Source: an optimization exercise on an open RTL-to-GDS flow (aim: small area). Production flows keep margins and buffers that such runs may drop. The RTL was checked by simulation tests, not by an equivalence proof against the original design.

==> design.v <==
module cordic_pipeline_rtl( clock, reset, ce, angle_in, sin_out, cos_out, valid_out );
input clock, reset, ce;
input signed [11:0] angle_in;
output signed [11:0] sin_out, cos_out;
output valid_out;
reg [3:0] valid_cnt;
always @(posedge clock)
  if (reset == 1'b0) valid_cnt <= 4'd15;
  else if (ce && valid_cnt != 4'd0) valid_cnt <= valid_cnt - 4'd1;
assign valid_out = (valid_cnt == 4'd0);
wire sg_1 = angle_in[11];
wire [10:0] u_2 = angle_in[10:0] ^ {11{sg_1}};
wire e_3 = (u_2 >= 11'd804);
wire e_4 = e_3 ? (u_2 >= 11'd1279) : (u_2 >= 11'd329);
wire e_5 = e_3 ? (e_4 ? (u_2 >= 11'd1530) : (u_2 >= 11'd1028)) : (e_4 ? (u_2 >= 11'd580) : (u_2 >= 11'd78));
wire [13:0] E_6 = {sg_1, e_3, e_4, e_5, u_2[9:0]};
reg [13:0] l1_e;
wire [10:0] d_7;
wire [9:0] k_8 = (l1_e[12] ? (l1_e[11] ? (l1_e[10] ? 10'h207 : 10'h305) : (l1_e[10] ? 10'h3fd : 10'hfb)) : (l1_e[11] ? (l1_e[10] ? 10'h1bd : 10'h2bb) : (l1_e[10] ? 10'h3b3 : 10'hb1)));
wire [9:0] w_9 = l1_e[9:0] + k_8;
wire [6:0] sv_10 = (|w_9[9:8]) ? 7'd127 : w_9[7:1];
assign d_7[0] = ~l1_e[13];
assign d_7[1] = l1_e[12] ^ l1_e[13];
assign d_7[2] = l1_e[11] ^ l1_e[13];
assign d_7[3] = l1_e[10] ^ l1_e[13];
assign d_7[4] = sv_10[6] ^ l1_e[13];
assign d_7[5] = sv_10[5] ^ l1_e[13];
assign d_7[6] = sv_10[4] ^ l1_e[13];
assign d_7[7] = sv_10[3] ^ l1_e[13];
assign d_7[8] = sv_10[2] ^ l1_e[13];
assign d_7[9] = sv_10[1] ^ l1_e[13];
assign d_7[10] = sv_10[0] ^ l1_e[13];
reg [10:0] l2_d;
reg [10:0] l3_d;
reg [10:0] l4_d;
reg [10:0] l5_d;
reg [10:0] l6_d;
reg [10:0] l7_d;
reg [10:0] l8_d;
reg [10:0] l9_d;
wire signed [11:0] x_11 = (l9_d[4] ? (l9_d[3] ? (l9_d[2] ? (l9_d[1] ? (l9_d[0] ? 12'hf47 : 12'h68b) : (l9_d[0] ? 12'h4cd : 12'h481)) : (l9_d[1] ? (l9_d[0] ? 12'h271 : 12'h61d) : (l9_d[0] ? 12'h65b : 12'h1b7))) : (l9_d[2] ? (l9_d[1] ? (l9_d[0] ? 12'he9 : 12'h685) : (l9_d[0] ? 12'h5c3 : 12'h32f)) : (l9_d[1] ? (l9_d[0] ? 12'h3df : 12'h553) : (l9_d[0] ? 12'h695 : 12'h19)))) : (l9_d[3] ? (l9_d[2] ? (l9_d[1] ? (l9_d[0] ? 12'h19 : 12'h695) : (l9_d[0] ? 12'h553 : 12'h3df)) : (l9_d[1] ? (l9_d[0] ? 12'h32f : 12'h5c3) : (l9_d[0] ? 12'h685 : 12'he9))) : (l9_d[2] ? (l9_d[1] ? (l9_d[0] ? 12'h1b7 : 12'h65b) : (l9_d[0] ? 12'h61d : 12'h271)) : (l9_d[1] ? (l9_d[0] ? 12'h481 : 12'h4cd) : (l9_d[0] ? 12'h68b : 12'hf47)))));
wire signed [11:0] y_12 = (l9_d[4] ? (l9_d[3] ? (l9_d[2] ? (l9_d[1] ? (l9_d[0] ? 12'h68b : 12'hb9) : (l9_d[0] ? 12'h481 : 12'hb33)) : (l9_d[1] ? (l9_d[0] ? 12'h61d : 12'hd8f) : (l9_d[0] ? 12'h1b7 : 12'h9a5))) : (l9_d[2] ? (l9_d[1] ? (l9_d[0] ? 12'h685 : 12'hf17) : (l9_d[0] ? 12'h32f : 12'ha3d)) : (l9_d[1] ? (l9_d[0] ? 12'h553 : 12'hc21) : (l9_d[0] ? 12'h19 : 12'h96b)))) : (l9_d[3] ? (l9_d[2] ? (l9_d[1] ? (l9_d[0] ? 12'h695 : 12'hfe7) : (l9_d[0] ? 12'h3df : 12'haad)) : (l9_d[1] ? (l9_d[0] ? 12'h5c3 : 12'hcd1) : (l9_d[0] ? 12'he9 : 12'h97b))) : (l9_d[2] ? (l9_d[1] ? (l9_d[0] ? 12'h65b : 12'he49) : (l9_d[0] ? 12'h271 : 12'h9e3)) : (l9_d[1] ? (l9_d[0] ? 12'h4cd : 12'hb7f) : (l9_d[0] ? 12'hf47 : 12'h975)))));
wire signed [11:0] sy_x_13 = y_12 >>> 5;
wire signed [11:0] sx_x_13 = x_11 >>> 5;
wire tx_15_m = l9_d[5];
wire [8:0] tx_15_lo = {1'b0, x_11[6:0], tx_15_m} + {1'b0, y_12[11:5] ^ {7{tx_15_m}}, tx_15_m};
wire tx_15_sg = y_12[11] ^ tx_15_m;
wire [4:0] tx_15_hi = tx_15_sg ? (tx_15_lo[8] ? x_11[11:7] : x_11[11:7] - 1'b1) : (tx_15_lo[8] ? x_11[11:7] + 1'b1 : x_11[11:7]);
wire [12:0] tx_15 = {tx_15_hi, tx_15_lo[7:1], 1'b0};
wire ty_16_m = ~l9_d[5];
wire [8:0] ty_16_lo = {1'b0, y_12[6:0], ty_16_m} + {1'b0, x_11[11:5] ^ {7{ty_16_m}}, ty_16_m};
wire ty_16_sg = x_11[11] ^ ty_16_m;
wire [4:0] ty_16_hi = ty_16_sg ? (ty_16_lo[8] ? y_12[11:7] : y_12[11:7] - 1'b1) : (ty_16_lo[8] ? y_12[11:7] + 1'b1 : y_12[11:7]);
wire [12:0] ty_16 = {ty_16_hi, ty_16_lo[7:1], 1'b0};
wire signed [11:0] x_13 = tx_15[12:1];
wire signed [11:0] y_14 = ty_16[12:1];
reg signed [11:0] l10_x;
reg signed [11:0] l10_y;
reg [10:6] l10_d;
wire [10:0] dw_17 = {l10_d, 6'd0};
wire signed [11:0] sy_x_18 = l10_y >>> 6;
wire signed [11:0] sx_x_18 = l10_x >>> 6;
wire tx_20_m = dw_17[6];
wire [5:0] tx_20_b = l10_y[11:6] ^ {6{tx_20_m}};
wire [6:0] tx_20_cc;
wire [5:0] tx_20_lo;
assign tx_20_cc[0] = tx_20_m;
assign tx_20_lo = l10_x[5:0] ^ tx_20_b ^ tx_20_cc[5:0];
assign tx_20_cc[6:1] = (l10_x[5:0] & tx_20_b) | (l10_x[5:0] & tx_20_cc[5:0]) | (tx_20_b & tx_20_cc[5:0]);
wire tx_20_sg = l10_y[11] ^ tx_20_m;
wire [5:0] tx_20_hi = tx_20_sg ? (tx_20_cc[6] ? l10_x[11:6] : l10_x[11:6] - 1'b1) : (tx_20_cc[6] ? l10_x[11:6] + 1'b1 : l10_x[11:6]);
wire [12:0] tx_20 = {tx_20_hi, tx_20_lo, 1'b0};
wire ty_21_m = ~dw_17[6];
wire [5:0] ty_21_b = l10_x[11:6] ^ {6{ty_21_m}};
wire [6:0] ty_21_cc;
wire [5:0] ty_21_lo;
assign ty_21_cc[0] = ty_21_m;
assign ty_21_lo = l10_y[5:0] ^ ty_21_b ^ ty_21_cc[5:0];
assign ty_21_cc[6:1] = (l10_y[5:0] & ty_21_b) | (l10_y[5:0] & ty_21_cc[5:0]) | (ty_21_b & ty_21_cc[5:0]);
wire ty_21_sg = l10_x[11] ^ ty_21_m;
wire [5:0] ty_21_hi = ty_21_sg ? (ty_21_cc[6] ? l10_y[11:6] : l10_y[11:6] - 1'b1) : (ty_21_cc[6] ? l10_y[11:6] + 1'b1 : l10_y[11:6]);
wire [12:0] ty_21 = {ty_21_hi, ty_21_lo, 1'b0};
wire signed [11:0] x_18 = tx_20[12:1];
wire signed [11:0] y_19 = ty_21[12:1];
reg signed [11:0] l11_x;
reg signed [11:0] l11_y;
reg [10:7] l11_d;
wire [10:0] dw_22 = {l11_d, 7'd0};
wire signed [11:0] sy_x_23 = l11_y >>> 7;
wire signed [11:0] sx_x_23 = l11_x >>> 7;
wire tx_25_m = dw_22[7];
wire [4:0] tx_25_b = l11_y[11:7] ^ {5{tx_25_m}};
wire [5:0] tx_25_cc;
wire [4:0] tx_25_lo;
assign tx_25_cc[0] = tx_25_m;
assign tx_25_lo = l11_x[4:0] ^ tx_25_b ^ tx_25_cc[4:0];
assign tx_25_cc[5:1] = (l11_x[4:0] & tx_25_b) | (l11_x[4:0] & tx_25_cc[4:0]) | (tx_25_b & tx_25_cc[4:0]);
wire tx_25_sg = l11_y[11] ^ tx_25_m;
wire [6:0] tx_25_hi = tx_25_sg ? (tx_25_cc[5] ? l11_x[11:5] : l11_x[11:5] - 1'b1) : (tx_25_cc[5] ? l11_x[11:5] + 1'b1 : l11_x[11:5]);
wire [12:0] tx_25 = {tx_25_hi, tx_25_lo, 1'b0};
wire ty_26_m = ~dw_22[7];
wire [4:0] ty_26_b = l11_x[11:7] ^ {5{ty_26_m}};
wire [5:0] ty_26_cc;
wire [4:0] ty_26_lo;
assign ty_26_cc[0] = ty_26_m;
assign ty_26_lo = l11_y[4:0] ^ ty_26_b ^ ty_26_cc[4:0];
assign ty_26_cc[5:1] = (l11_y[4:0] & ty_26_b) | (l11_y[4:0] & ty_26_cc[4:0]) | (ty_26_b & ty_26_cc[4:0]);
wire ty_26_sg = l11_x[11] ^ ty_26_m;
wire [6:0] ty_26_hi = ty_26_sg ? (ty_26_cc[5] ? l11_y[11:5] : l11_y[11:5] - 1'b1) : (ty_26_cc[5] ? l11_y[11:5] + 1'b1 : l11_y[11:5]);
wire [12:0] ty_26 = {ty_26_hi, ty_26_lo, 1'b0};
wire signed [11:0] x_23 = tx_25[12:1];
wire signed [11:0] y_24 = ty_26[12:1];
reg signed [11:0] l12_x;
reg signed [11:0] l12_y;
reg [10:8] l12_d;
wire [10:0] dw_27 = {l12_d, 8'd0};
wire signed [11:0] sy_x_28 = l12_y >>> 8;
wire signed [11:0] sx_x_28 = l12_x >>> 8;
wire tx_30_m = dw_27[8];
wire [3:0] tx_30_b = l12_y[11:8] ^ {4{tx_30_m}};
wire [4:0] tx_30_cc;
wire [3:0] tx_30_lo;
assign tx_30_cc[0] = tx_30_m;
assign tx_30_lo = l12_x[3:0] ^ tx_30_b ^ tx_30_cc[3:0];
assign tx_30_cc[4:1] = (l12_x[3:0] & tx_30_b) | (l12_x[3:0] & tx_30_cc[3:0]) | (tx_30_b & tx_30_cc[3:0]);
wire tx_30_sg = l12_y[11] ^ tx_30_m;
wire [7:0] tx_30_hi = tx_30_sg ? (tx_30_cc[4] ? l12_x[11:4] : l12_x[11:4] - 1'b1) : (tx_30_cc[4] ? l12_x[11:4] + 1'b1 : l12_x[11:4]);
wire [12:0] tx_30 = {tx_30_hi, tx_30_lo, 1'b0};
wire ty_31_m = ~dw_27[8];
wire [3:0] ty_31_b = l12_x[11:8] ^ {4{ty_31_m}};
wire [4:0] ty_31_cc;
wire [3:0] ty_31_lo;
assign ty_31_cc[0] = ty_31_m;
assign ty_31_lo = l12_y[3:0] ^ ty_31_b ^ ty_31_cc[3:0];
assign ty_31_cc[4:1] = (l12_y[3:0] & ty_31_b) | (l12_y[3:0] & ty_31_cc[3:0]) | (ty_31_b & ty_31_cc[3:0]);
wire ty_31_sg = l12_x[11] ^ ty_31_m;
wire [7:0] ty_31_hi = ty_31_sg ? (ty_31_cc[4] ? l12_y[11:4] : l12_y[11:4] - 1'b1) : (ty_31_cc[4] ? l12_y[11:4] + 1'b1 : l12_y[11:4]);
wire [12:0] ty_31 = {ty_31_hi, ty_31_lo, 1'b0};
wire signed [11:0] x_28 = tx_30[12:1];
wire signed [11:0] y_29 = ty_31[12:1];
reg signed [11:0] l13_x;
reg signed [11:0] l13_y;
reg [10:9] l13_d;
wire [10:0] dw_32 = {l13_d, 9'd0};
wire signed [11:0] sy_x_33 = l13_y >>> 9;
wire signed [11:0] sx_x_33 = l13_x >>> 9;
wire tx_35_m = dw_32[9];
wire [2:0] tx_35_b = l13_y[11:9] ^ {3{tx_35_m}};
wire [3:0] tx_35_cc;
wire [2:0] tx_35_lo;
assign tx_35_cc[0] = tx_35_m;
assign tx_35_lo = l13_x[2:0] ^ tx_35_b ^ tx_35_cc[2:0];
assign tx_35_cc[3:1] = (l13_x[2:0] & tx_35_b) | (l13_x[2:0] & tx_35_cc[2:0]) | (tx_35_b & tx_35_cc[2:0]);
wire tx_35_sg = l13_y[11] ^ tx_35_m;
wire [8:0] tx_35_hi = tx_35_sg ? (tx_35_cc[3] ? l13_x[11:3] : l13_x[11:3] - 1'b1) : (tx_35_cc[3] ? l13_x[11:3] + 1'b1 : l13_x[11:3]);
wire [12:0] tx_35 = {tx_35_hi, tx_35_lo, 1'b0};
wire ty_36_m = ~dw_32[9];
wire [2:0] ty_36_b = l13_x[11:9] ^ {3{ty_36_m}};
wire [3:0] ty_36_cc;
wire [2:0] ty_36_lo;
assign ty_36_cc[0] = ty_36_m;
assign ty_36_lo = l13_y[2:0] ^ ty_36_b ^ ty_36_cc[2:0];
assign ty_36_cc[3:1] = (l13_y[2:0] & ty_36_b) | (l13_y[2:0] & ty_36_cc[2:0]) | (ty_36_b & ty_36_cc[2:0]);
wire ty_36_sg = l13_x[11] ^ ty_36_m;
wire [8:0] ty_36_hi = ty_36_sg ? (ty_36_cc[3] ? l13_y[11:3] : l13_y[11:3] - 1'b1) : (ty_36_cc[3] ? l13_y[11:3] + 1'b1 : l13_y[11:3]);
wire [12:0] ty_36 = {ty_36_hi, ty_36_lo, 1'b0};
wire signed [11:0] x_33 = tx_35[12:1];
wire signed [11:0] y_34 = ty_36[12:1];
wire signed [11:0] sy_x_37 = y_34 >>> 10;
wire signed [11:0] sx_x_37 = x_33 >>> 10;
wire tx_39_m = dw_32[10];
wire [1:0] tx_39_b = y_34[11:10] ^ {2{tx_39_m}};
wire [2:0] tx_39_cc;
wire [1:0] tx_39_lo;
assign tx_39_cc[0] = tx_39_m;
assign tx_39_lo = x_33[1:0] ^ tx_39_b ^ tx_39_cc[1:0];
assign tx_39_cc[2:1] = (x_33[1:0] & tx_39_b) | (x_33[1:0] & tx_39_cc[1:0]) | (tx_39_b & tx_39_cc[1:0]);
wire tx_39_sg = y_34[11] ^ tx_39_m;
wire [9:0] tx_39_hi = tx_39_sg ? (tx_39_cc[2] ? x_33[11:2] : x_33[11:2] - 1'b1) : (tx_39_cc[2] ? x_33[11:2] + 1'b1 : x_33[11:2]);
wire [12:0] tx_39 = {tx_39_hi, tx_39_lo, 1'b0};
wire ty_40_m = ~dw_32[10];
wire [1:0] ty_40_b = x_33[11:10] ^ {2{ty_40_m}};
wire [2:0] ty_40_cc;
wire [1:0] ty_40_lo;
assign ty_40_cc[0] = ty_40_m;
assign ty_40_lo = y_34[1:0] ^ ty_40_b ^ ty_40_cc[1:0];
assign ty_40_cc[2:1] = (y_34[1:0] & ty_40_b) | (y_34[1:0] & ty_40_cc[1:0]) | (ty_40_b & ty_40_cc[1:0]);
wire ty_40_sg = x_33[11] ^ ty_40_m;
wire [9:0] ty_40_hi = ty_40_sg ? (ty_40_cc[2] ? y_34[11:2] : y_34[11:2] - 1'b1) : (ty_40_cc[2] ? y_34[11:2] + 1'b1 : y_34[11:2]);
wire [12:0] ty_40 = {ty_40_hi, ty_40_lo, 1'b0};
wire signed [11:0] x_37 = tx_39[12:1];
wire signed [11:0] y_38 = ty_40[12:1];
reg signed [11:0] l14_x;
reg signed [11:0] l14_y;
wire signed [23:0] ex_41 = l14_x;
wire [11:0] u_44 = l14_x ^ 12'h800;
wire px_42_p_w1 = ~u_44[0] ^ u_44[2] ^ 1'b1;
wire px_42_p_w2 = (~u_44[0] & u_44[2]) | (~u_44[0] & 1'b1) | (u_44[2] & 1'b1);
wire px_42_p_w3 = ~u_44[0] ^ ~u_44[2] ^ u_44[4];
wire px_42_p_w4 = (~u_44[0] & ~u_44[2]) | (~u_44[0] & u_44[4]) | (~u_44[2] & u_44[4]);
wire px_42_p_w5 = ~u_44[1] ^ ~u_44[3] ^ u_44[5];
wire px_42_p_w6 = (~u_44[1] & ~u_44[3]) | (~u_44[1] & u_44[5]) | (~u_44[3] & u_44[5]);
wire px_42_p_w7 = ~u_44[2] ^ ~u_44[4] ^ u_44[6];
wire px_42_p_w8 = (~u_44[2] & ~u_44[4]) | (~u_44[2] & u_44[6]) | (~u_44[4] & u_44[6]);
wire px_42_p_w9 = u_44[0] ^ ~u_44[3] ^ ~u_44[5];
wire px_42_p_w10 = (u_44[0] & ~u_44[3]) | (u_44[0] & ~u_44[5]) | (~u_44[3] & ~u_44[5]);
wire px_42_p_w11 = u_44[1] ^ ~u_44[4] ^ ~u_44[6];
wire px_42_p_w12 = (u_44[1] & ~u_44[4]) | (u_44[1] & ~u_44[6]) | (~u_44[4] & ~u_44[6]);
wire px_42_p_w13 = u_44[0] ^ u_44[2] ^ ~u_44[5];
wire px_42_p_w14 = (u_44[0] & u_44[2]) | (u_44[0] & ~u_44[5]) | (u_44[2] & ~u_44[5]);
wire px_42_p_w15 = u_44[1] ^ u_44[3] ^ ~u_44[6];
wire px_42_p_w16 = (u_44[1] & u_44[3]) | (u_44[1] & ~u_44[6]) | (u_44[3] & ~u_44[6]);
wire px_42_p_w17 = u_44[2] ^ u_44[4] ^ ~u_44[7];
wire px_42_p_w18 = (u_44[2] & u_44[4]) | (u_44[2] & ~u_44[7]) | (u_44[4] & ~u_44[7]);
wire px_42_p_w19 = ~u_44[9] ^ u_44[11] ^ 1'b1;
wire px_42_p_w20 = (~u_44[9] & u_44[11]) | (~u_44[9] & 1'b1) | (u_44[11] & 1'b1);
wire px_42_p_w21 = u_44[3] ^ u_44[5] ^ ~u_44[8];
wire px_42_p_w22 = (u_44[3] & u_44[5]) | (u_44[3] & ~u_44[8]) | (u_44[5] & ~u_44[8]);
wire px_42_p_w23 = u_44[4] ^ u_44[6] ^ ~u_44[9];
wire px_42_p_w24 = (u_44[4] & u_44[6]) | (u_44[4] & ~u_44[9]) | (u_44[6] & ~u_44[9]);
wire px_42_p_w25 = u_44[5] ^ u_44[7] ^ ~u_44[10];
wire px_42_p_w26 = (u_44[5] & u_44[7]) | (u_44[5] & ~u_44[10]) | (u_44[7] & ~u_44[10]);
wire px_42_p_w27 = u_44[6] ^ u_44[8] ^ ~u_44[11];
wire px_42_p_w28 = (u_44[6] & u_44[8]) | (u_44[6] & ~u_44[11]) | (u_44[8] & ~u_44[11]);
wire px_42_p_w29 = u_44[7] ^ u_44[9] ^ 1'b1;
wire px_42_p_w30 = (u_44[7] & u_44[9]) | (u_44[7] & 1'b1) | (u_44[9] & 1'b1);
wire px_42_p_w31 = u_44[8] ^ u_44[10] ^ 1'b1;
wire px_42_p_w32 = (u_44[8] & u_44[10]) | (u_44[8] & 1'b1) | (u_44[10] & 1'b1);
wire px_42_p_w33 = px_42_p_w2 ^ ~u_44[1] ^ u_44[3];
wire px_42_p_w34 = (px_42_p_w2 & ~u_44[1]) | (px_42_p_w2 & u_44[3]) | (~u_44[1] & u_44[3]);
wire px_42_p_w35 = px_42_p_w8 ^ px_42_p_w9 ^ u_44[7];
wire px_42_p_w36 = (px_42_p_w8 & px_42_p_w9) | (px_42_p_w8 & u_44[7]) | (px_42_p_w9 & u_44[7]);
wire px_42_p_w37 = px_42_p_w10 ^ px_42_p_w11 ^ u_44[8];
wire px_42_p_w38 = (px_42_p_w10 & px_42_p_w11) | (px_42_p_w10 & u_44[8]) | (px_42_p_w11 & u_44[8]);
wire px_42_p_w39 = px_42_p_w12 ^ px_42_p_w13 ^ ~u_44[7];
wire px_42_p_w40 = (px_42_p_w12 & px_42_p_w13) | (px_42_p_w12 & ~u_44[7]) | (px_42_p_w13 & ~u_44[7]);
wire px_42_p_w41 = px_42_p_w14 ^ px_42_p_w15 ^ ~u_44[8];
wire px_42_p_w42 = (px_42_p_w14 & px_42_p_w15) | (px_42_p_w14 & ~u_44[8]) | (px_42_p_w15 & ~u_44[8]);
wire px_42_p_w43 = px_42_p_w16 ^ px_42_p_w17 ^ px_42_p_w19;
wire px_42_p_w44 = (px_42_p_w16 & px_42_p_w17) | (px_42_p_w16 & px_42_p_w19) | (px_42_p_w17 & px_42_p_w19);
wire px_42_p_w45 = px_42_p_w18 ^ px_42_p_w20 ^ px_42_p_w21;
wire px_42_p_w46 = (px_42_p_w18 & px_42_p_w20) | (px_42_p_w18 & px_42_p_w21) | (px_42_p_w20 & px_42_p_w21);
wire px_42_p_w47 = px_42_p_w22 ^ px_42_p_w23 ^ ~u_44[11];
wire px_42_p_w48 = (px_42_p_w22 & px_42_p_w23) | (px_42_p_w22 & ~u_44[11]) | (px_42_p_w23 & ~u_44[11]);
wire px_42_p_w49 = px_42_p_w24 ^ px_42_p_w25 ^ 1'b1;
wire px_42_p_w50 = (px_42_p_w24 & px_42_p_w25) | (px_42_p_w24 & 1'b1) | (px_42_p_w25 & 1'b1);
wire px_42_p_w51 = px_42_p_w32 ^ u_44[9] ^ u_44[11];
wire px_42_p_w52 = (px_42_p_w32 & u_44[9]) | (px_42_p_w32 & u_44[11]) | (u_44[9] & u_44[11]);
wire px_42_p_w53 = px_42_p_w34 ^ px_42_p_w3 ^ 1'b1;
wire px_42_p_w54 = (px_42_p_w34 & px_42_p_w3) | (px_42_p_w34 & 1'b1) | (px_42_p_w3 & 1'b1);
wire px_42_p_w55 = px_42_p_w38 ^ px_42_p_w39 ^ u_44[9];
wire px_42_p_w56 = (px_42_p_w38 & px_42_p_w39) | (px_42_p_w38 & u_44[9]) | (px_42_p_w39 & u_44[9]);
wire px_42_p_w57 = px_42_p_w40 ^ px_42_p_w41 ^ u_44[10];
wire px_42_p_w58 = (px_42_p_w40 & px_42_p_w41) | (px_42_p_w40 & u_44[10]) | (px_42_p_w41 & u_44[10]);
wire px_42_p_w59 = px_42_p_w44 ^ px_42_p_w45 ^ ~u_44[10];
wire px_42_p_w60 = (px_42_p_w44 & px_42_p_w45) | (px_42_p_w44 & ~u_44[10]) | (px_42_p_w45 & ~u_44[10]);
wire px_42_p_w61 = px_42_p_w50 ^ px_42_p_w26 ^ px_42_p_w27;
wire px_42_p_w62 = (px_42_p_w50 & px_42_p_w26) | (px_42_p_w50 & px_42_p_w27) | (px_42_p_w26 & px_42_p_w27);
wire px_42_p_w63 = px_42_p_w52 ^ u_44[10] ^ 1'b1;
wire px_42_p_w64 = (px_42_p_w52 & u_44[10]) | (px_42_p_w52 & 1'b1) | (u_44[10] & 1'b1);
wire px_42_p_w65 = px_42_p_w54 ^ px_42_p_w4 ^ px_42_p_w5;
wire px_42_p_w66 = (px_42_p_w54 & px_42_p_w4) | (px_42_p_w54 & px_42_p_w5) | (px_42_p_w4 & px_42_p_w5);
wire px_42_p_w67 = px_42_p_w58 ^ px_42_p_w42 ^ px_42_p_w43;
wire px_42_p_w68 = (px_42_p_w58 & px_42_p_w42) | (px_42_p_w58 & px_42_p_w43) | (px_42_p_w42 & px_42_p_w43);
wire px_42_p_w69 = px_42_p_w60 ^ px_42_p_w46 ^ px_42_p_w47;
wire px_42_p_w70 = (px_42_p_w60 & px_42_p_w46) | (px_42_p_w60 & px_42_p_w47) | (px_42_p_w46 & px_42_p_w47);
wire px_42_p_w71 = px_42_p_w62 ^ px_42_p_w28 ^ px_42_p_w29;
wire px_42_p_w72 = (px_42_p_w62 & px_42_p_w28) | (px_42_p_w62 & px_42_p_w29) | (px_42_p_w28 & px_42_p_w29);
wire px_42_p_w73 = px_42_p_w66 ^ px_42_p_w6 ^ px_42_p_w7;
wire px_42_p_w74 = (px_42_p_w66 & px_42_p_w6) | (px_42_p_w66 & px_42_p_w7) | (px_42_p_w6 & px_42_p_w7);
wire px_42_p_w75 = px_42_p_w68 ^ px_42_p_w59 ^ 1'b1;
wire px_42_p_w76 = (px_42_p_w68 & px_42_p_w59) | (px_42_p_w68 & 1'b1) | (px_42_p_w59 & 1'b1);
wire px_42_p_w77 = px_42_p_w70 ^ px_42_p_w48 ^ px_42_p_w49;
wire px_42_p_w78 = (px_42_p_w70 & px_42_p_w48) | (px_42_p_w70 & px_42_p_w49) | (px_42_p_w48 & px_42_p_w49);
wire px_42_p_w79 = px_42_p_w72 ^ px_42_p_w30 ^ px_42_p_w31;
wire px_42_p_w80 = (px_42_p_w72 & px_42_p_w30) | (px_42_p_w72 & px_42_p_w31) | (px_42_p_w30 & px_42_p_w31);
wire px_42_p_w81 = (u_44[0] & 1'b0) | (u_44[0] & 1'b0) | (1'b0 & 1'b0);
wire px_42_p_w82 = (u_44[1] & 1'b0) | (u_44[1] & px_42_p_w81) | (1'b0 & px_42_p_w81);
wire px_42_p_w83 = (px_42_p_w1 & 1'b0) | (px_42_p_w1 & px_42_p_w82) | (1'b0 & px_42_p_w82);
wire px_42_p_w84 = (px_42_p_w33 & 1'b0) | (px_42_p_w33 & px_42_p_w83) | (1'b0 & px_42_p_w83);
wire px_42_p_w85 = (px_42_p_w53 & 1'b0) | (px_42_p_w53 & px_42_p_w84) | (1'b0 & px_42_p_w84);
wire px_42_p_w86 = (px_42_p_w65 & 1'b0) | (px_42_p_w65 & px_42_p_w85) | (1'b0 & px_42_p_w85);
wire [15:0] px_42_p_w87 = {1'b1, px_42_p_w64, px_42_p_w63, px_42_p_w80, px_42_p_w79, px_42_p_w71, px_42_p_w78, px_42_p_w77, px_42_p_w76, px_42_p_w75, px_42_p_w67, px_42_p_w56, px_42_p_w55, px_42_p_w36, px_42_p_w74, px_42_p_w73} + {1'b0, u_44[11], 1'b0, px_42_p_w51, 1'b0, 1'b0, px_42_p_w61, 1'b0, px_42_p_w69, 1'b0, 1'b0, px_42_p_w57, 1'b0, px_42_p_w37, px_42_p_w35, 1'b0} + px_42_p_w86;
wire [21:0] px_42_p = {px_42_p_w87, 6'd0};
wire signed [11:0] rx_43 = px_42_p[21:10];
wire signed [23:0] ey_88 = l14_y;
wire [11:0] u_91 = l14_y ^ 12'h800;
wire py_89_p_w1 = ~u_91[0] ^ u_91[2] ^ 1'b1;
wire py_89_p_w2 = (~u_91[0] & u_91[2]) | (~u_91[0] & 1'b1) | (u_91[2] & 1'b1);
wire py_89_p_w3 = ~u_91[0] ^ ~u_91[2] ^ u_91[4];
wire py_89_p_w4 = (~u_91[0] & ~u_91[2]) | (~u_91[0] & u_91[4]) | (~u_91[2] & u_91[4]);
wire py_89_p_w5 = ~u_91[1] ^ ~u_91[3] ^ u_91[5];
wire py_89_p_w6 = (~u_91[1] & ~u_91[3]) | (~u_91[1] & u_91[5]) | (~u_91[3] & u_91[5]);
wire py_89_p_w7 = ~u_91[2] ^ ~u_91[4] ^ u_91[6];
wire py_89_p_w8 = (~u_91[2] & ~u_91[4]) | (~u_91[2] & u_91[6]) | (~u_91[4] & u_91[6]);
wire py_89_p_w9 = u_91[0] ^ ~u_91[3] ^ ~u_91[5];
wire py_89_p_w10 = (u_91[0] & ~u_91[3]) | (u_91[0] & ~u_91[5]) | (~u_91[3] & ~u_91[5]);
wire py_89_p_w11 = u_91[1] ^ ~u_91[4] ^ ~u_91[6];
wire py_89_p_w12 = (u_91[1] & ~u_91[4]) | (u_91[1] & ~u_91[6]) | (~u_91[4] & ~u_91[6]);
wire py_89_p_w13 = u_91[0] ^ u_91[2] ^ ~u_91[5];
wire py_89_p_w14 = (u_91[0] & u_91[2]) | (u_91[0] & ~u_91[5]) | (u_91[2] & ~u_91[5]);
wire py_89_p_w15 = u_91[1] ^ u_91[3] ^ ~u_91[6];
wire py_89_p_w16 = (u_91[1] & u_91[3]) | (u_91[1] & ~u_91[6]) | (u_91[3] & ~u_91[6]);
wire py_89_p_w17 = u_91[2] ^ u_91[4] ^ ~u_91[7];
wire py_89_p_w18 = (u_91[2] & u_91[4]) | (u_91[2] & ~u_91[7]) | (u_91[4] & ~u_91[7]);
wire py_89_p_w19 = ~u_91[9] ^ u_91[11] ^ 1'b1;
wire py_89_p_w20 = (~u_91[9] & u_91[11]) | (~u_91[9] & 1'b1) | (u_91[11] & 1'b1);
wire py_89_p_w21 = u_91[3] ^ u_91[5] ^ ~u_91[8];
wire py_89_p_w22 = (u_91[3] & u_91[5]) | (u_91[3] & ~u_91[8]) | (u_91[5] & ~u_91[8]);
wire py_89_p_w23 = u_91[4] ^ u_91[6] ^ ~u_91[9];
wire py_89_p_w24 = (u_91[4] & u_91[6]) | (u_91[4] & ~u_91[9]) | (u_91[6] & ~u_91[9]);
wire py_89_p_w25 = u_91[5] ^ u_91[7] ^ ~u_91[10];
wire py_89_p_w26 = (u_91[5] & u_91[7]) | (u_91[5] & ~u_91[10]) | (u_91[7] & ~u_91[10]);
wire py_89_p_w27 = u_91[6] ^ u_91[8] ^ ~u_91[11];
wire py_89_p_w28 = (u_91[6] & u_91[8]) | (u_91[6] & ~u_91[11]) | (u_91[8] & ~u_91[11]);
wire py_89_p_w29 = u_91[7] ^ u_91[9] ^ 1'b1;
wire py_89_p_w30 = (u_91[7] & u_91[9]) | (u_91[7] & 1'b1) | (u_91[9] & 1'b1);
wire py_89_p_w31 = u_91[8] ^ u_91[10] ^ 1'b1;
wire py_89_p_w32 = (u_91[8] & u_91[10]) | (u_91[8] & 1'b1) | (u_91[10] & 1'b1);
wire py_89_p_w33 = py_89_p_w2 ^ ~u_91[1] ^ u_91[3];
wire py_89_p_w34 = (py_89_p_w2 & ~u_91[1]) | (py_89_p_w2 & u_91[3]) | (~u_91[1] & u_91[3]);
wire py_89_p_w35 = py_89_p_w8 ^ py_89_p_w9 ^ u_91[7];
wire py_89_p_w36 = (py_89_p_w8 & py_89_p_w9) | (py_89_p_w8 & u_91[7]) | (py_89_p_w9 & u_91[7]);
wire py_89_p_w37 = py_89_p_w10 ^ py_89_p_w11 ^ u_91[8];
wire py_89_p_w38 = (py_89_p_w10 & py_89_p_w11) | (py_89_p_w10 & u_91[8]) | (py_89_p_w11 & u_91[8]);
wire py_89_p_w39 = py_89_p_w12 ^ py_89_p_w13 ^ ~u_91[7];
wire py_89_p_w40 = (py_89_p_w12 & py_89_p_w13) | (py_89_p_w12 & ~u_91[7]) | (py_89_p_w13 & ~u_91[7]);
wire py_89_p_w41 = py_89_p_w14 ^ py_89_p_w15 ^ ~u_91[8];
wire py_89_p_w42 = (py_89_p_w14 & py_89_p_w15) | (py_89_p_w14 & ~u_91[8]) | (py_89_p_w15 & ~u_91[8]);
wire py_89_p_w43 = py_89_p_w16 ^ py_89_p_w17 ^ py_89_p_w19;
wire py_89_p_w44 = (py_89_p_w16 & py_89_p_w17) | (py_89_p_w16 & py_89_p_w19) | (py_89_p_w17 & py_89_p_w19);
wire py_89_p_w45 = py_89_p_w18 ^ py_89_p_w20 ^ py_89_p_w21;
wire py_89_p_w46 = (py_89_p_w18 & py_89_p_w20) | (py_89_p_w18 & py_89_p_w21) | (py_89_p_w20 & py_89_p_w21);
wire py_89_p_w47 = py_89_p_w22 ^ py_89_p_w23 ^ ~u_91[11];
wire py_89_p_w48 = (py_89_p_w22 & py_89_p_w23) | (py_89_p_w22 & ~u_91[11]) | (py_89_p_w23 & ~u_91[11]);
wire py_89_p_w49 = py_89_p_w24 ^ py_89_p_w25 ^ 1'b1;
wire py_89_p_w50 = (py_89_p_w24 & py_89_p_w25) | (py_89_p_w24 & 1'b1) | (py_89_p_w25 & 1'b1);
wire py_89_p_w51 = py_89_p_w32 ^ u_91[9] ^ u_91[11];
wire py_89_p_w52 = (py_89_p_w32 & u_91[9]) | (py_89_p_w32 & u_91[11]) | (u_91[9] & u_91[11]);
wire py_89_p_w53 = py_89_p_w34 ^ py_89_p_w3 ^ 1'b1;
wire py_89_p_w54 = (py_89_p_w34 & py_89_p_w3) | (py_89_p_w34 & 1'b1) | (py_89_p_w3 & 1'b1);
wire py_89_p_w55 = py_89_p_w38 ^ py_89_p_w39 ^ u_91[9];
wire py_89_p_w56 = (py_89_p_w38 & py_89_p_w39) | (py_89_p_w38 & u_91[9]) | (py_89_p_w39 & u_91[9]);
wire py_89_p_w57 = py_89_p_w40 ^ py_89_p_w41 ^ u_91[10];
wire py_89_p_w58 = (py_89_p_w40 & py_89_p_w41) | (py_89_p_w40 & u_91[10]) | (py_89_p_w41 & u_91[10]);
wire py_89_p_w59 = py_89_p_w44 ^ py_89_p_w45 ^ ~u_91[10];
wire py_89_p_w60 = (py_89_p_w44 & py_89_p_w45) | (py_89_p_w44 & ~u_91[10]) | (py_89_p_w45 & ~u_91[10]);
wire py_89_p_w61 = py_89_p_w50 ^ py_89_p_w26 ^ py_89_p_w27;
wire py_89_p_w62 = (py_89_p_w50 & py_89_p_w26) | (py_89_p_w50 & py_89_p_w27) | (py_89_p_w26 & py_89_p_w27);
wire py_89_p_w63 = py_89_p_w52 ^ u_91[10] ^ 1'b1;
wire py_89_p_w64 = (py_89_p_w52 & u_91[10]) | (py_89_p_w52 & 1'b1) | (u_91[10] & 1'b1);
wire py_89_p_w65 = py_89_p_w54 ^ py_89_p_w4 ^ py_89_p_w5;
wire py_89_p_w66 = (py_89_p_w54 & py_89_p_w4) | (py_89_p_w54 & py_89_p_w5) | (py_89_p_w4 & py_89_p_w5);
wire py_89_p_w67 = py_89_p_w58 ^ py_89_p_w42 ^ py_89_p_w43;
wire py_89_p_w68 = (py_89_p_w58 & py_89_p_w42) | (py_89_p_w58 & py_89_p_w43) | (py_89_p_w42 & py_89_p_w43);
wire py_89_p_w69 = py_89_p_w60 ^ py_89_p_w46 ^ py_89_p_w47;
wire py_89_p_w70 = (py_89_p_w60 & py_89_p_w46) | (py_89_p_w60 & py_89_p_w47) | (py_89_p_w46 & py_89_p_w47);
wire py_89_p_w71 = py_89_p_w62 ^ py_89_p_w28 ^ py_89_p_w29;
wire py_89_p_w72 = (py_89_p_w62 & py_89_p_w28) | (py_89_p_w62 & py_89_p_w29) | (py_89_p_w28 & py_89_p_w29);
wire py_89_p_w73 = py_89_p_w66 ^ py_89_p_w6 ^ py_89_p_w7;
wire py_89_p_w74 = (py_89_p_w66 & py_89_p_w6) | (py_89_p_w66 & py_89_p_w7) | (py_89_p_w6 & py_89_p_w7);
wire py_89_p_w75 = py_89_p_w68 ^ py_89_p_w59 ^ 1'b1;
wire py_89_p_w76 = (py_89_p_w68 & py_89_p_w59) | (py_89_p_w68 & 1'b1) | (py_89_p_w59 & 1'b1);
wire py_89_p_w77 = py_89_p_w70 ^ py_89_p_w48 ^ py_89_p_w49;
wire py_89_p_w78 = (py_89_p_w70 & py_89_p_w48) | (py_89_p_w70 & py_89_p_w49) | (py_89_p_w48 & py_89_p_w49);
wire py_89_p_w79 = py_89_p_w72 ^ py_89_p_w30 ^ py_89_p_w31;
wire py_89_p_w80 = (py_89_p_w72 & py_89_p_w30) | (py_89_p_w72 & py_89_p_w31) | (py_89_p_w30 & py_89_p_w31);
wire py_89_p_w81 = (u_91[0] & 1'b0) | (u_91[0] & 1'b0) | (1'b0 & 1'b0);
wire py_89_p_w82 = (u_91[1] & 1'b0) | (u_91[1] & py_89_p_w81) | (1'b0 & py_89_p_w81);
wire py_89_p_w83 = (py_89_p_w1 & 1'b0) | (py_89_p_w1 & py_89_p_w82) | (1'b0 & py_89_p_w82);
wire py_89_p_w84 = (py_89_p_w33 & 1'b0) | (py_89_p_w33 & py_89_p_w83) | (1'b0 & py_89_p_w83);
wire py_89_p_w85 = (py_89_p_w53 & 1'b0) | (py_89_p_w53 & py_89_p_w84) | (1'b0 & py_89_p_w84);
wire py_89_p_w86 = (py_89_p_w65 & 1'b0) | (py_89_p_w65 & py_89_p_w85) | (1'b0 & py_89_p_w85);
wire [15:0] py_89_p_w87 = {1'b1, py_89_p_w64, py_89_p_w63, py_89_p_w80, py_89_p_w79, py_89_p_w71, py_89_p_w78, py_89_p_w77, py_89_p_w76, py_89_p_w75, py_89_p_w67, py_89_p_w56, py_89_p_w55, py_89_p_w36, py_89_p_w74, py_89_p_w73} + {1'b0, u_91[11], 1'b0, py_89_p_w51, 1'b0, 1'b0, py_89_p_w61, 1'b0, py_89_p_w69, 1'b0, 1'b0, py_89_p_w57, 1'b0, py_89_p_w37, py_89_p_w35, 1'b0} + py_89_p_w86;
wire [21:0] py_89_p = {py_89_p_w87, 6'd0};
wire signed [11:0] ry_90 = py_89_p[21:10];
reg signed [11:0] l15_c;
reg signed [11:0] l15_s;
assign cos_out = l15_c;
assign sin_out = l15_s;
always @(posedge clock)
  if (ce) begin
    l1_e <= E_6;
    l2_d <= d_7;
    l3_d <= l2_d;
    l4_d <= l3_d;
    l5_d <= l4_d;
    l6_d <= l5_d;
    l7_d <= l6_d;
    l8_d <= l7_d;
    l9_d <= l8_d;
    l10_x <= x_13;
    l10_y <= y_14;
    l10_d <= l9_d[10:6];
    l11_x <= x_18;
    l11_y <= y_19;
    l11_d <= dw_17[10:7];
    l12_x <= x_23;
    l12_y <= y_24;
    l12_d <= dw_22[10:8];
    l13_x <= x_28;
    l13_y <= y_29;
    l13_d <= dw_27[10:9];
    l14_x <= x_37;
    l14_y <= y_38;
    l15_c <= rx_43;
    l15_s <= ry_90;
  end
endmodule
==> run.sh <==
#!/bin/bash
# synth_recipe.tcl (not shown) runs the flow's synth.tcl, then flattens the netlist and writes it again
# the make line also repeats each setting of config.mk as NAME=value (left out here)
make -C /OpenROAD-flow-scripts/flow DESIGN_CONFIG=/design/flow/config.mk WORK_HOME=/design/flow/orfs CLKGATE_MAP_FILE= SYNTH_SCRIPT=/design/flow/synth_recipe.tcl finish
==> config.mk <==
export PLATFORM = sky130hd
export DESIGN_NAME = cordic_pipeline_rtl
export DESIGN_NICKNAME = cordic_pipeline_rtl
export VERILOG_FILES = /design/flow/design.v
export SDC_FILE = /design/flow/constraint.sdc
export NUM_CORES = 4
export LEC_CHECK = 0
export CAP_MARGIN = 0
export CORE_MARGIN = 2
export CORE_UTILIZATION = 70
export CTS_CLUSTER_DIAMETER = 100
export CTS_CLUSTER_SIZE = 30
export GPL_TIMING_DRIVEN = 0
export PLACE_DENSITY = 0.75
export SLEW_MARGIN = 0
==> constraint.sdc <==
create_clock -name core_clock -period 4.5 [get_ports {clock}]
set_input_delay 0.9000 -clock core_clock [delete_from_list [all_inputs] [get_ports {clock}]]
set_output_delay 0.9000 -clock core_clock [all_outputs]
set_load 0.01 [all_outputs]
==> impl_metrics.csv, run 1 <==
group,metric,value,unit
logic_synthesis,yosys_warnings,1,
clocking,cts_buffers,13,
worst_hold_path,hp-start,"l3_d[0]",
critical_path,crit_path_frequent_cell,"xnor2_1",
critical_path,r2r_cells,14,
critical_path,endpoint_kind,"flip-flop",
logic_synthesis,avgSynthCellArea,11.55,sq um
logic_synthesis,syn_area,17060,sq um
clocking,clk_path_buf_depth,3,
grt,grt_use_total,23.77,%
logic_synthesis,synth_edf_count,260,
finish,area_delta_synth_final,9.530,%
clocking,path_clk_slew,0.11,ns
timing,setup-violations-final,0,
critical_path,rr_endpoint,"l14_y[11]",
floorplanning,top_level_ports,40,
route,drtPass1Iterations,5,
floorplanning,fp.dieH,160.1,um
route,drt_iter0_drc,666,
logic_synthesis,ys.flop_type,"edfxtp_1",
route,routed_wl,30.93,mm
worst_hold_path,min_path_type,"reg -> reg",
clocking,cts_tree,"done",
grt,antenna_found_initial,0,
flow_run,max_cap_viol_count,0,
timing,final_max_slew_viol_count,0,
logic_synthesis,netlist_instances,1477,
timing,finalHoldViolations,0,
logic_synthesis,synth.most_common_cell,"edfxtp_1",
critical_path,max_stage_delay,0.53,ns
critical_path,r2r_slack,0.08,ns
logic_synthesis,synth_nets,1667,
clocking,htree_levels,1,
worst_hold_path,holdPathEnd,"l4_d[0]",
timing,min_period_over_period,98.12,%
grt,grt_pass1_wl,50.14,mm
floorplanning,die-area,25630,sq um
route,ant_nets,0,
finish,largest-register,"l1_e",
critical_path,cp.required,4.74,ns
timing,worst_pin_slew,0.9280,ns
status,status,"complete, no violations",
logic_synthesis,synth_top_area_share,45.78,%
place,place.gp.congestion,0.9211,
finish,largest_register_ffs,14,
floorplanning,die_width,160.1,um
worst_hold_path,min_path_cells,0,
critical_path,crit_type,"reg -> reg",
route,vias_per_cell,5.760,
critical_path,reg2reg_from,"l13_d[9]",
floorplanning,rows,57,
grt,grt_overflow,0,
timing,maxSlewHeadroom,37.69,%
critical_path,cp_slowest_cell,"or4b_4",
finish,final_core_util,77.49,%
route,drc,0,
timing,fin_skew,0.01484,ns
grt,grt_max_degree,116,
timing,max_freq,0.2265,GHz
clocking,ctsRootBufferMaster,"clkbuf_16",
clocking,clock_latency,0.48,ns
logic_synthesis,synth_common_cells,"edfxtp_1, inv_1, xnor2_1",
timing,hold_slack,0.4206,ns
finish,drive_gt1_share,8.333,%
logic_synthesis,ys_ff_latch,264,
critical_path,start_kind,"flip-flop",
route,wire_per_inst,16.42,um
logic_synthesis,async_flop_share,0,%
finish,num_antenna_cells,0,
floorplanning,initial_core_util,70.75,%
critical_path,worstPathCellList,"buf_4 -> xnor2_1 -> clkinv_2 -> fa_1 -> or4b_4 -> nor4b_2 -> a31oi_2 -> xor3_2 -> buf_6 -> fa_2 -> nor3_4 -> nand4_1 -> o2bb2ai_1 -> xnor2_1",
timing,period_minus_slack,4.415,ns
clocking,clock_sinks,264,
critical_path,cp_data_arrival_time,4.65,ns
logic_synthesis,synth_cell_types,80,
critical_path,cp_max_fo,10,
place,dp_hpwl,22.09,mm
logic_synthesis,synthTopCellsByArea,"edfxtp_1, fa_1, ha_1, xnor2_1, xor2_1",
route,via_count,10850,
grt,grt_pass1_vias,10730,
logic_synthesis,ys_seq_area_share,46.25,%
logic_synthesis,synth_area_leader_cell,"edfxtp_1",
finish,layout.nets,1747,
place,io_buffers,33,
floorplanning,core-area,24110,sq um
==> per-layer routing <==
metal,global-route usage (%),vias up,part of all wire (%)
met2,44.12,203,53
met5,0,-,0
met3,2.935,73,3.2
met4,6.962,0,2.8
li1,-,5291,-
met1,29.27,5284,41
==> worst max-delay path by stage <==
| stage | from | to | slack (ns) | cells past startpoint |
|---|---|---|---|---|
| after floorplan | l13_d[9] | l14_x[7] | 0.19 | 16 |
| after global placement | ce | valid_cnt[3] | -6.56 | 5 |
| after detailed placement | l13_d[9] | l14_x[9] | -0.48 | 17 |
| after CTS | l14_y[6] | l15_s[10] | 0.02 | 15 |
| after global routing | l13_x[9] | l14_x[6] | -0.07 | 15 |
| final | l13_d[9] | l14_y[11] | 0.08 | 14 |
==> stage by stage <==
stage          setup WS, ns  cell area (sq um)  setup TNS, ns  instances
2_1_floorplan        0.1906              17060              0       1477
3_3_place_gp         -6.563              17790       -1421.95       1834
3_5_place_dp        -0.4773              17850         -4.578       1836
4_1_cts             0.02465              18310              0       1855
5_1_grt            -0.07431              18680        -0.4824       1884
6_report            0.08479              18680              0       1884
==> final cells by class <==
class                           instances  area, sq um
Clock inverter                          5        48.80
Fill cell                            1568         5425
Clock buffer                           13        325.3
Sequential cell                       264         7888
Tap cell                              324        405.4
Inverter                              202        760.7
Timing Repair Buffer                   69        645.6
Multi-Input combinational cell        963         8408
Buffer                                 44        198.9
==> cells in the final DEF (no fill, tap or decap), types with 36 or more instances in the layout <==
master	instances
a21oi_1	40
buf_4	36
edfxtp_1	260
fa_1	82
ha_1	85
inv_1	193
nand2_1	66
nor2_1	83
o21ai_0	41
xnor2_1	117
xor2_1	88
==> worst max-delay path: cells and delay by family (launching register included) <==
kind,cells,cell delay (ns)
flip-flops,1,0.39
buffers and inverters,3,0.61
XOR/XNOR,3,0.72
AO/OA/AOI/OAI,2,0.30
adder cells (fa/ha/maj),2,0.95
AND/OR/NAND/NOR,4,1.21
==> logic make-up after synthesis <==
family,synth area share (%)
AOI/OAI and AO/OA,8.540
xor gates and xnor gates,11.15
adders and majority gates,17.05
buffers and inverters,5.671
DFF,46.25
muxes,1.034
and+or+nand+nor,10.31
==> repair_timing <==
| action | 4_1_cts | 5_1_grt |
|---|---|---|
| gates resized for setup | 16 | 32 |
| pin swaps | 3 | 10 |
| hold buffers | 0 | 0 |
| buffers inserted | 4 | 31 |
| endpoints found under the setup margin | 22 | 30 |
==> run 2, diff against run 1 <==
--- a/design.v
+++ b/design.v
@@ -70,3 +70,12 @@
 wire tx_20_sg = l10_y[11] ^ tx_20_m;
-wire [5:0] tx_20_hi = tx_20_sg ? (tx_20_cc[6] ? l10_x[11:6] : l10_x[11:6] - 1'b1) : (tx_20_cc[6] ? l10_x[11:6] + 1'b1 : l10_x[11:6]);
+wire tx_20_hi_inc = tx_20_cc[6] & ~tx_20_sg;
+wire tx_20_hi_dec = ~tx_20_cc[6] & tx_20_sg;
+wire [5:0] tx_20_hi_pa, tx_20_hi_pz;
+assign tx_20_hi_pa[0] = 1'b1; assign tx_20_hi_pz[0] = 1'b1;
+assign tx_20_hi_pa[1] = tx_20_hi_pa[0] & l10_x[6]; assign tx_20_hi_pz[1] = tx_20_hi_pz[0] & ~l10_x[6];
+assign tx_20_hi_pa[2] = tx_20_hi_pa[1] & l10_x[7]; assign tx_20_hi_pz[2] = tx_20_hi_pz[1] & ~l10_x[7];
+assign tx_20_hi_pa[3] = tx_20_hi_pa[2] & l10_x[8]; assign tx_20_hi_pz[3] = tx_20_hi_pz[2] & ~l10_x[8];
+assign tx_20_hi_pa[4] = tx_20_hi_pa[3] & l10_x[9]; assign tx_20_hi_pz[4] = tx_20_hi_pz[3] & ~l10_x[9];
+assign tx_20_hi_pa[5] = tx_20_hi_pa[4] & l10_x[10]; assign tx_20_hi_pz[5] = tx_20_hi_pz[4] & ~l10_x[10];
+wire [5:0] tx_20_hi = l10_x[11:6] ^ (({6{tx_20_hi_inc}} & tx_20_hi_pa) | ({6{tx_20_hi_dec}} & tx_20_hi_pz));
 wire [12:0] tx_20 = {tx_20_hi, tx_20_lo, 1'b0};
@@ -80,3 +89,12 @@
 wire ty_21_sg = l10_x[11] ^ ty_21_m;
-wire [5:0] ty_21_hi = ty_21_sg ? (ty_21_cc[6] ? l10_y[11:6] : l10_y[11:6] - 1'b1) : (ty_21_cc[6] ? l10_y[11:6] + 1'b1 : l10_y[11:6]);
+wire ty_21_hi_inc = ty_21_cc[6] & ~ty_21_sg;
+wire ty_21_hi_dec = ~ty_21_cc[6] & ty_21_sg;
+wire [5:0] ty_21_hi_pa, ty_21_hi_pz;
+assign ty_21_hi_pa[0] = 1'b1; assign ty_21_hi_pz[0] = 1'b1;
+assign ty_21_hi_pa[1] = ty_21_hi_pa[0] & l10_y[6]; assign ty_21_hi_pz[1] = ty_21_hi_pz[0] & ~l10_y[6];
+assign ty_21_hi_pa[2] = ty_21_hi_pa[1] & l10_y[7]; assign ty_21_hi_pz[2] = ty_21_hi_pz[1] & ~l10_y[7];
+assign ty_21_hi_pa[3] = ty_21_hi_pa[2] & l10_y[8]; assign ty_21_hi_pz[3] = ty_21_hi_pz[2] & ~l10_y[8];
+assign ty_21_hi_pa[4] = ty_21_hi_pa[3] & l10_y[9]; assign ty_21_hi_pz[4] = ty_21_hi_pz[3] & ~l10_y[9];
+assign ty_21_hi_pa[5] = ty_21_hi_pa[4] & l10_y[10]; assign ty_21_hi_pz[5] = ty_21_hi_pz[4] & ~l10_y[10];
+wire [5:0] ty_21_hi = l10_y[11:6] ^ (({6{ty_21_hi_inc}} & ty_21_hi_pa) | ({6{ty_21_hi_dec}} & ty_21_hi_pz));
 wire [12:0] ty_21 = {ty_21_hi, ty_21_lo, 1'b0};
@@ -98,3 +116,13 @@
 wire tx_25_sg = l11_y[11] ^ tx_25_m;
-wire [6:0] tx_25_hi = tx_25_sg ? (tx_25_cc[5] ? l11_x[11:5] : l11_x[11:5] - 1'b1) : (tx_25_cc[5] ? l11_x[11:5] + 1'b1 : l11_x[11:5]);
+wire tx_25_hi_inc = tx_25_cc[5] & ~tx_25_sg;
+wire tx_25_hi_dec = ~tx_25_cc[5] & tx_25_sg;
+wire [6:0] tx_25_hi_pa, tx_25_hi_pz;
+assign tx_25_hi_pa[0] = 1'b1; assign tx_25_hi_pz[0] = 1'b1;
+assign tx_25_hi_pa[1] = tx_25_hi_pa[0] & l11_x[5]; assign tx_25_hi_pz[1] = tx_25_hi_pz[0] & ~l11_x[5];
+assign tx_25_hi_pa[2] = tx_25_hi_pa[1] & l11_x[6]; assign tx_25_hi_pz[2] = tx_25_hi_pz[1] & ~l11_x[6];
+assign tx_25_hi_pa[3] = tx_25_hi_pa[2] & l11_x[7]; assign tx_25_hi_pz[3] = tx_25_hi_pz[2] & ~l11_x[7];
+assign tx_25_hi_pa[4] = tx_25_hi_pa[3] & l11_x[8]; assign tx_25_hi_pz[4] = tx_25_hi_pz[3] & ~l11_x[8];
+assign tx_25_hi_pa[5] = tx_25_hi_pa[4] & l11_x[9]; assign tx_25_hi_pz[5] = tx_25_hi_pz[4] & ~l11_x[9];
+assign tx_25_hi_pa[6] = tx_25_hi_pa[5] & l11_x[10]; assign tx_25_hi_pz[6] = tx_25_hi_pz[5] & ~l11_x[10];
+wire [6:0] tx_25_hi = l11_x[11:5] ^ (({7{tx_25_hi_inc}} & tx_25_hi_pa) | ({7{tx_25_hi_dec}} & tx_25_hi_pz));
 wire [12:0] tx_25 = {tx_25_hi, tx_25_lo, 1'b0};
@@ -108,3 +136,13 @@
 wire ty_26_sg = l11_x[11] ^ ty_26_m;
-wire [6:0] ty_26_hi = ty_26_sg ? (ty_26_cc[5] ? l11_y[11:5] : l11_y[11:5] - 1'b1) : (ty_26_cc[5] ? l11_y[11:5] + 1'b1 : l11_y[11:5]);
+wire ty_26_hi_inc = ty_26_cc[5] & ~ty_26_sg;
+wire ty_26_hi_dec = ~ty_26_cc[5] & ty_26_sg;
+wire [6:0] ty_26_hi_pa, ty_26_hi_pz;
+assign ty_26_hi_pa[0] = 1'b1; assign ty_26_hi_pz[0] = 1'b1;
+assign ty_26_hi_pa[1] = ty_26_hi_pa[0] & l11_y[5]; assign ty_26_hi_pz[1] = ty_26_hi_pz[0] & ~l11_y[5];
+assign ty_26_hi_pa[2] = ty_26_hi_pa[1] & l11_y[6]; assign ty_26_hi_pz[2] = ty_26_hi_pz[1] & ~l11_y[6];
+assign ty_26_hi_pa[3] = ty_26_hi_pa[2] & l11_y[7]; assign ty_26_hi_pz[3] = ty_26_hi_pz[2] & ~l11_y[7];
+assign ty_26_hi_pa[4] = ty_26_hi_pa[3] & l11_y[8]; assign ty_26_hi_pz[4] = ty_26_hi_pz[3] & ~l11_y[8];
+assign ty_26_hi_pa[5] = ty_26_hi_pa[4] & l11_y[9]; assign ty_26_hi_pz[5] = ty_26_hi_pz[4] & ~l11_y[9];
+assign ty_26_hi_pa[6] = ty_26_hi_pa[5] & l11_y[10]; assign ty_26_hi_pz[6] = ty_26_hi_pz[5] & ~l11_y[10];
+wire [6:0] ty_26_hi = l11_y[11:5] ^ (({7{ty_26_hi_inc}} & ty_26_hi_pa) | ({7{ty_26_hi_dec}} & ty_26_hi_pz));
 wire [12:0] ty_26 = {ty_26_hi, ty_26_lo, 1'b0};
@@ -126,3 +164,14 @@
 wire tx_30_sg = l12_y[11] ^ tx_30_m;
-wire [7:0] tx_30_hi = tx_30_sg ? (tx_30_cc[4] ? l12_x[11:4] : l12_x[11:4] - 1'b1) : (tx_30_cc[4] ? l12_x[11:4] + 1'b1 : l12_x[11:4]);
+wire tx_30_hi_inc = tx_30_cc[4] & ~tx_30_sg;
+wire tx_30_hi_dec = ~tx_30_cc[4] & tx_30_sg;
+wire [7:0] tx_30_hi_pa, tx_30_hi_pz;
+assign tx_30_hi_pa[0] = 1'b1; assign tx_30_hi_pz[0] = 1'b1;
+assign tx_30_hi_pa[1] = tx_30_hi_pa[0] & l12_x[4]; assign tx_30_hi_pz[1] = tx_30_hi_pz[0] & ~l12_x[4];
+assign tx_30_hi_pa[2] = tx_30_hi_pa[1] & l12_x[5]; assign tx_30_hi_pz[2] = tx_30_hi_pz[1] & ~l12_x[5];
+assign tx_30_hi_pa[3] = tx_30_hi_pa[2] & l12_x[6]; assign tx_30_hi_pz[3] = tx_30_hi_pz[2] & ~l12_x[6];
+assign tx_30_hi_pa[4] = tx_30_hi_pa[3] & l12_x[7]; assign tx_30_hi_pz[4] = tx_30_hi_pz[3] & ~l12_x[7];
+assign tx_30_hi_pa[5] = tx_30_hi_pa[4] & l12_x[8]; assign tx_30_hi_pz[5] = tx_30_hi_pz[4] & ~l12_x[8];
+assign tx_30_hi_pa[6] = tx_30_hi_pa[5] & l12_x[9]; assign tx_30_hi_pz[6] = tx_30_hi_pz[5] & ~l12_x[9];
+assign tx_30_hi_pa[7] = tx_30_hi_pa[6] & l12_x[10]; assign tx_30_hi_pz[7] = tx_30_hi_pz[6] & ~l12_x[10];
+wire [7:0] tx_30_hi = l12_x[11:4] ^ (({8{tx_30_hi_inc}} & tx_30_hi_pa) | ({8{tx_30_hi_dec}} & tx_30_hi_pz));
 wire [12:0] tx_30 = {tx_30_hi, tx_30_lo, 1'b0};
@@ -136,3 +185,14 @@
 wire ty_31_sg = l12_x[11] ^ ty_31_m;
-wire [7:0] ty_31_hi = ty_31_sg ? (ty_31_cc[4] ? l12_y[11:4] : l12_y[11:4] - 1'b1) : (ty_31_cc[4] ? l12_y[11:4] + 1'b1 : l12_y[11:4]);
+wire ty_31_hi_inc = ty_31_cc[4] & ~ty_31_sg;
+wire ty_31_hi_dec = ~ty_31_cc[4] & ty_31_sg;
+wire [7:0] ty_31_hi_pa, ty_31_hi_pz;
+assign ty_31_hi_pa[0] = 1'b1; assign ty_31_hi_pz[0] = 1'b1;
+assign ty_31_hi_pa[1] = ty_31_hi_pa[0] & l12_y[4]; assign ty_31_hi_pz[1] = ty_31_hi_pz[0] & ~l12_y[4];
+assign ty_31_hi_pa[2] = ty_31_hi_pa[1] & l12_y[5]; assign ty_31_hi_pz[2] = ty_31_hi_pz[1] & ~l12_y[5];
+assign ty_31_hi_pa[3] = ty_31_hi_pa[2] & l12_y[6]; assign ty_31_hi_pz[3] = ty_31_hi_pz[2] & ~l12_y[6];
+assign ty_31_hi_pa[4] = ty_31_hi_pa[3] & l12_y[7]; assign ty_31_hi_pz[4] = ty_31_hi_pz[3] & ~l12_y[7];
+assign ty_31_hi_pa[5] = ty_31_hi_pa[4] & l12_y[8]; assign ty_31_hi_pz[5] = ty_31_hi_pz[4] & ~l12_y[8];
+assign ty_31_hi_pa[6] = ty_31_hi_pa[5] & l12_y[9]; assign ty_31_hi_pz[6] = ty_31_hi_pz[5] & ~l12_y[9];
+assign ty_31_hi_pa[7] = ty_31_hi_pa[6] & l12_y[10]; assign ty_31_hi_pz[7] = ty_31_hi_pz[6] & ~l12_y[10];
+wire [7:0] ty_31_hi = l12_y[11:4] ^ (({8{ty_31_hi_inc}} & ty_31_hi_pa) | ({8{ty_31_hi_dec}} & ty_31_hi_pz));
 wire [12:0] ty_31 = {ty_31_hi, ty_31_lo, 1'b0};
--- a/config.mk
+++ b/config.mk
@@ -9,7 +9,7 @@
 export CORE_MARGIN = 2
-export CORE_UTILIZATION = 70
+export CORE_UTILIZATION = 80
 export CTS_CLUSTER_DIAMETER = 100
 export CTS_CLUSTER_SIZE = 30
-export GPL_TIMING_DRIVEN = 0
-export PLACE_DENSITY = 0.75
+export GPL_TIMING_DRIVEN = 1
+export PLACE_DENSITY = 0.85
 export SLEW_MARGIN = 0
==> run 2 against run 1 <==
Effect of this change: sequential cell count is the same; area after synthesis shrank 0.84%; hold slack gained 0.0013 ns; critical path type unchanged; cell area shrank 2.5%; still clean on timing, DRC and antenna; synthesized cell count shrank 3.0%; non-clock buffer count shrank 36.
==> impl_metrics.csv, run 2 <==
group,metric,value,unit
route,vias_per_cell,6.155,
critical_path,endpoint_kind,"flip-flop",
route,wl_met2,17.51,mm
logic_synthesis,syn_area,16910,sq um
critical_path,path_buf_inv,2,
logic_synthesis,synthTopCellsByArea,"edfxtp_1, fa_1, xnor2_1, ha_1, xor2_1",
critical_path,reg2reg_from,"l14_y[3]",
finish,layout_common_cells,"edfxtp_1, inv_1, xnor2_1",
critical_path,cp_data_arrival_time,4.58,ns
clocking,clock_latency,0.48,ns
timing,setup-violations-final,0,
route,dr_wl_met3,1.481,mm
floorplanning,core-area,20890,sq um
logic_synthesis,netlist_instances,1433,
floorplanning,rows,53,
grt,grt_pass1_vias,11020,
critical_path,crit_path_frequent_cell,"fa_1",
route,routed_wl,32.03,mm
route,drc,0,
place,place.gp.congestion,0.8922,
route,drtPass1Iterations,6,
timing,rsz0062_at_grt,"true",
grt,grt_use_total,29.29,%
finish,drive_gt1_share,6.770,%
floorplanning,fp.dieH,149.4,um
floorplanning,top_level_ports,40,
status,status,"complete, no violations",
timing,max_freq,0.2299,GHz
finish,area_delta_synth_final,7.680,%
logic_synthesis,synth.most_common_cell,"edfxtp_1",
timing,final_max_slew_viol_count,0,
critical_path,max_stage_delay,0.61,ns
route,drt_iter0_drc,745,
timing,period_minus_slack,4.351,ns
critical_path,worstSetupPathDepth,14,
finish,layout.nets,1662,
grt,grt_overflow,0,
logic_synthesis,async_flop_share,0,%
critical_path,r2r_slack,0.15,ns
logic_synthesis,ys_ff_latch,264,
place,placed_cells,1725,
clocking,cts_tree,"done",
route,met1_length,11.83,mm
timing,finalHoldViolations,0,
finish,final_common_cell,"edfxtp_1",
finish,design_area,18210,sq um
critical_path,start_kind,"flip-flop",
finish,largest-register,"l1_e",
floorplanning,die_width,149.4,um
finish,final_cells,1752,
finish,num_antenna_cells,0,
logic_synthesis,synth_area_leader_cell,"edfxtp_1",
critical_path,critPathLaunch,"l14_y[3]",
critical_path,crit_family,"adder cells",
timing,maxSlewHeadroom,39.20,%
critical_path,cp_max_fo,5,
route,wire_per_inst,18.28,um
logic_synthesis,synth_top_area_share,46.17,%
floorplanning,die-area,22320,sq um
logic_synthesis,ys_seq_area_share,46.64,%
critical_path,rr_endpoint,"l15_s[11]",
critical_path,cp.required,4.73,ns
clocking,path_clk_slew,0.11,ns
grt,grt_max_degree,117,
logic_synthesis,synth_cell_types,88,
clocking,cts_buffers,12,
floorplanning,initial_core_util,80.96,%
critical_path,r2r_cells,14,
critical_path,crit_type,"reg -> reg",
route,ant_nets,0,
route,maxUsedRoutingLayer,"met4",
timing,worst_pin_slew,0.9120,ns
critical_path,cp_slowest_cell,"fa_1",
grt,antenna_found_initial,0,
clocking,clock_sinks,264,
route,via_count,10780,
logic_synthesis,synth_edf_count,260,
timing,fin_skew,0.01401,ns
logic_synthesis,synth_nets,1623,
logic_synthesis,ys.flop_type,"edfxtp_1",
place,placed_area,17670,sq um
place,dp_hpwl,23.76,mm
logic_synthesis,yosys_warnings,1,
finish,largest_register_ffs,14,
timing,hold_slack,0.4219,ns
critical_path,worstPathCellList,"fa_1 -> fa_1 -> fa_1 -> fa_1 -> inv_1 -> ha_1 -> inv_1 -> ha_1 -> and3b_1 -> nand3_1 -> o21ai_2 -> a22oi_2 -> o31ai_1 -> a31oi_1",
finish,final_core_util,87.18,%
grt,grt_pass1_wl,52.15,mm
critical_path,cp-endpoint,"l15_s[11]",
clocking,clk_path_buf_depth,3,
place,io_buffers,39,
logic_synthesis,synth_common_cells,"edfxtp_1, inv_1, xnor2_1",
clocking,ctsRootBufferMaster,"clkbuf_16",
clocking,htree_levels,1,
logic_synthesis,avgSynthCellArea,11.80,sq um
timing,min_period_over_period,96.68,%
worst_hold_path,min_path_type,"reg -> reg",
flow_run,max_cap_viol_count,0,
run 2: worst register-to-register path: stages, from the launching register on:
cell and delay [ns]:
edfxtp_1 0.52, fa_1 0.61, fa_1 0.45, fa_1 0.42, fa_1 0.43, inv_1 0.06
ha_1 0.13, inv_1 0.04, ha_1 0.30, and3b_1 0.20, nand3_1 0.10, o21ai_2 0.23
a22oi_2 0.12, o31ai_1 0.35, a31oi_1 0.13
run 2: kinds of logic (layout without fill, tap and decap cells):
family / after synthesis / in the layout / share of synthesized area (%)
adders and majority gates: 176 / 176 / 16.96
xor gates and xnor gates: 217 / 217 / 11.88
AOI/OAI and AO/OA: 201 / 201 / 8.035
DFF: 264 / 264 / 46.64
and+or+nand+nor: 319 / 319 / 9.626
buffers and inverters: 234 / 278 / 5.431
muxes: 22 / 22 / 1.428
run 2: layout make-up:
cell class,count,area (sq um)
clock buffer,17,340.3
tap,275,344.1
timing repair buffer,77,709.4
multi-input combinational,935,8207
inverter,182,688.2
clock inverter,2,33.78
sequential,264,7888
fill,1003,2679
run 2: timing repair:
item	in CTS	in global routing
buffers inserted	0	8
endpoints found under the setup margin	5	18
resized for setup	2	20
hold buffers	0	0
pin swaps	0	7
run 2: metrics by stage:
step,setup TNS [ns],setup WS (ns)
finish,0,0.1494
floorplan,0,0.1840
CTS,0,0.02257
global route,-0.2298,-0.05681
global placement,0,0.1783
detailed placement,-0.2237,-0.1058
run 2: worst min path at each step:
stage / cells after the start / from / endpoint
6_report: 0 / l4_d[5] / l5_d[5]
3_5_place_dp: 0 / l2_d[10] / l3_d[10]
4_1_cts: 0 / l4_d[5] / l5_d[5]
2_1_floorplan: 0 / l9_d[10] / l10_d[10]
3_3_place_gp: 0 / l3_d[8] / l4_d[8]
5_1_grt: 0 / l4_d[5] / l5_d[5]
run 2: metal layers:
| metal | up-vias | global-route usage [%] |
|---|---|---|
| li1 | 5009 | - |
| met1 | 5282 | 33.82 |
| met2 | 392 | 55.57 |
| met3 | 100 | 3.180 |
| met4 | 0 | 11.52 |
| met5 | - | 0 |

-- re-timing with driven ports --
The results above use ideal ports. As a check the final layouts listed here were re-extracted and re-timed, cells and wires unchanged. Step 1: set_driving_cell puts a clkbuf_16 on clock and a buf_2 on each other input, an assumption about the parent block. Step 2 times the ports against the registers' clock, not the clock port: input delays grow and output delays shrink by t, the midpoint of the rising clock arrivals with the driver on. Slacks: ideal ports / drivers / drivers and shift; pairs: ideal ports / drivers.
| run | t, ns | slack for setup (ns) | latest minus earliest clock arrival (ns) | cell pins on the clock port's net |
|---|---|---|---|---|
| run 1 | 0.522 | 0.085 / 0.085 / 0.085 | 0.016 / 0.016 | 1 |
| run 2 | 0.516 | 0.149 / 0.149 / 0.149 | 0.019 / 0.018 | 1 |
After both steps setup and hold are still met in every run listed.
